This design comes from an exercise in tuning for small area on the open sky130 flow, not from production work. In this exercise RTL edits were held to simulation tests only and were not proved equivalent to the original. No activity file was given, so power comes from the tool's default toggle rates.

== run A ==
==> flow/design.v (excerpt) <==
module ARM7Execute (
    input         clk,
    input  [31:0] a_bus,
    input  [31:0] b_bus,
    input  [1:0]  shift_type,
    input  [4:0]  shift_amount_imm,
    input  [7:0]  shift_amount_reg,
    input         reg_shift,
    input  [3:0]  alu_op,
    input         update_flags,
    input         carry_flag,
    input         zero_flag,
    input         overflow_flag,
    input         negative_flag,
    input  [3:0]  cond,
    output [31:0] alu_bus,
    output        new_carry_flag,
    output        new_zero_flag,
    output        new_overflow_flag,
    output        new_negative_flag,
    output        cond_pass
);
Size in the first run: roughly 44 flip-flops, roughly 130 I/O pins, about 5400 sq um of cells after synthesis.
Settings: LEC_CHECK=0, ABC_AREA=1, CAP_MARGIN=0, CORE_MARGIN=2, CORE_UTILIZATION=50, CTS_BUF_LIST=sky130_fd_sc_hd__clkbuf_8, SLEW_MARGIN=0; clock period 13.0 ns.
standard.sh (not shown) runs the stock make flow with config.mk's settings and CLKGATE_MAP_FILE= SYNTH_SCRIPT=/design/flow/synth_recipe.tcl, a recipe that flattens the netlist after the stock synthesis.
==> flow/flow/run.sh <==
#!/bin/bash
# Standard ORFS layout with two changes: synthesis maps with ABC's area
# mapper (flow/abc_area.script) and skips Yosys's full-adder extraction, and
# the port buffers are the library's smallest buffer (buf_1). Every other
# step is the standard one.
set -euo pipefail
W=$PWD
mkdir -p "$W/orfs_scripts"
cp -r "$FLOW_HOME/scripts/." "$W/orfs_scripts/"
cp "$W/flow/abc_area.script" "$W/orfs_scripts/abc_area.script"
bash standard.sh SCRIPTS_DIR="$W/orfs_scripts" ABC_AREA=1 ADDER_MAP_FILE= synth > "$W/synth.log" 2>&1
bash standard.sh "BUFFER_PORTS_ARGS=-buffer_cell sky130_fd_sc_hd__buf_1" > "$W/layout.log" 2>&1
==> flow/flow/abc_area.script <==
strash
dch -f
amap
topo
Run A was carried through to the last stage, and its layout satisfied the timing, design-rule and antenna checks.
## Diff of input files: run B against run A
Settings: CAP_MARGIN now 20, was 0; SLEW_MARGIN now 20, was 0; CORE_UTILIZATION now 30, was 50; CTS_BUF_LIST no longer set, was sky130_fd_sc_hd__clkbuf_8.
-- flow/flow/run.sh --
<<< run A, line 4
# the port buffers are the library's smallest buffer (buf_1). Every other
>>> run B, line 4
# the port buffers are the library's smallest buffer (buf_1), and after
# global routing non-critical gates are downsized (RECOVER_POWER). Every other
<<< run A, line 12
bash standard.sh "BUFFER_PORTS_ARGS=-buffer_cell sky130_fd_sc_hd__buf_1" > "$W/layout.log" 2>&1
>>> run B, line 13
bash standard.sh "BUFFER_PORTS_ARGS=-buffer_cell sky130_fd_sc_hd__buf_1" RECOVER_POWER=100 > "$W/layout.log" 2>&1
- The clock-buffer cell count of run B falls short of that of run A by 1.
- NOTE total number of tap cells run A->run B increased by more than half
- Comparing run B and run A, filler cell count in the final layout is higher on run B.
- The run showing the greater final area is run B.
- Changes observed in run B relative to run A: signed area change from the synthesized netlist to the final layout increased 3.2 points; share of the cycle needed by the critical path after routing decreased 1.3 points; final worst setup slack increased 0.17 ns.
- Run B vs run A — die area climbed by more than half
- Compared with run A, run B shows width of the die higher by about 28%.
The inputs of run C differ from those of run B as listed below.
-- flow/flow/run.sh --
<<< run B, line 4
# the port buffers are the library's smallest buffer (buf_1), and after
# global routing non-critical gates are downsized (RECOVER_POWER). Every other
>>> run C, line 4
# the port buffers are the library's smallest buffer (buf_1). Every other
<<< run B, line 13
bash standard.sh "BUFFER_PORTS_ARGS=-buffer_cell sky130_fd_sc_hd__buf_1" RECOVER_POWER=100 > "$W/layout.log" 2>&1
>>> run C, line 12
bash standard.sh "BUFFER_PORTS_ARGS=-buffer_cell sky130_fd_sc_hd__buf_1" > "$W/layout.log" 2>&1
==> summary.txt <==
From run B to run C, worst hold path stage count did not move at all.
Core utilization delta (run B -> run C): insignificant
~same clock power in run B and run C
Re quantity of I/O buffers inserted on ports: no difference whatsoever between run C and run B.
Run C -> run B: routed wire length delta 0, exact match
Status | run B and run C | clean

## separate check: timing with driven ports
How much do the figures lean on ideal ports? The routed layouts below were timed once more, with nothing changed but the port constraints.
Step 1: set_driving_cell puts a clkbuf_16 on clk and a buf_2 on each other input, an assumption about the parent block.
Step 2 moves the port delays by t, midway between the first and last clock arrival at a register: inputs arrive t later, outputs are due t later. That takes back most of the time a late clock gives input paths.
Three values: ideal ports, drivers, drivers and shift; two values: the first two.
run | t, ns | setup WS [ns] | worst hold slack (ns) | latest minus earliest clock arrival (ns) | worst register clock-pin slew, ns
run A | 0.333 | 0.586 / 0.564 / 0.564 | 2.375 / 2.367 / 2.700 | 0.008 / 0.008 | 0.09 / 0.09
run B | 0.341 | 0.756 / 0.725 / 0.725 | 2.388 / 2.365 / 2.706 | 0.005 / 0.005 | 0.06 / 0.06
run C | 0.341 | 0.756 / 0.725 / 0.725 | 2.388 / 2.365 / 2.706 | 0.005 / 0.005 | 0.06 / 0.06
After both steps setup and hold are still met in every run listed.
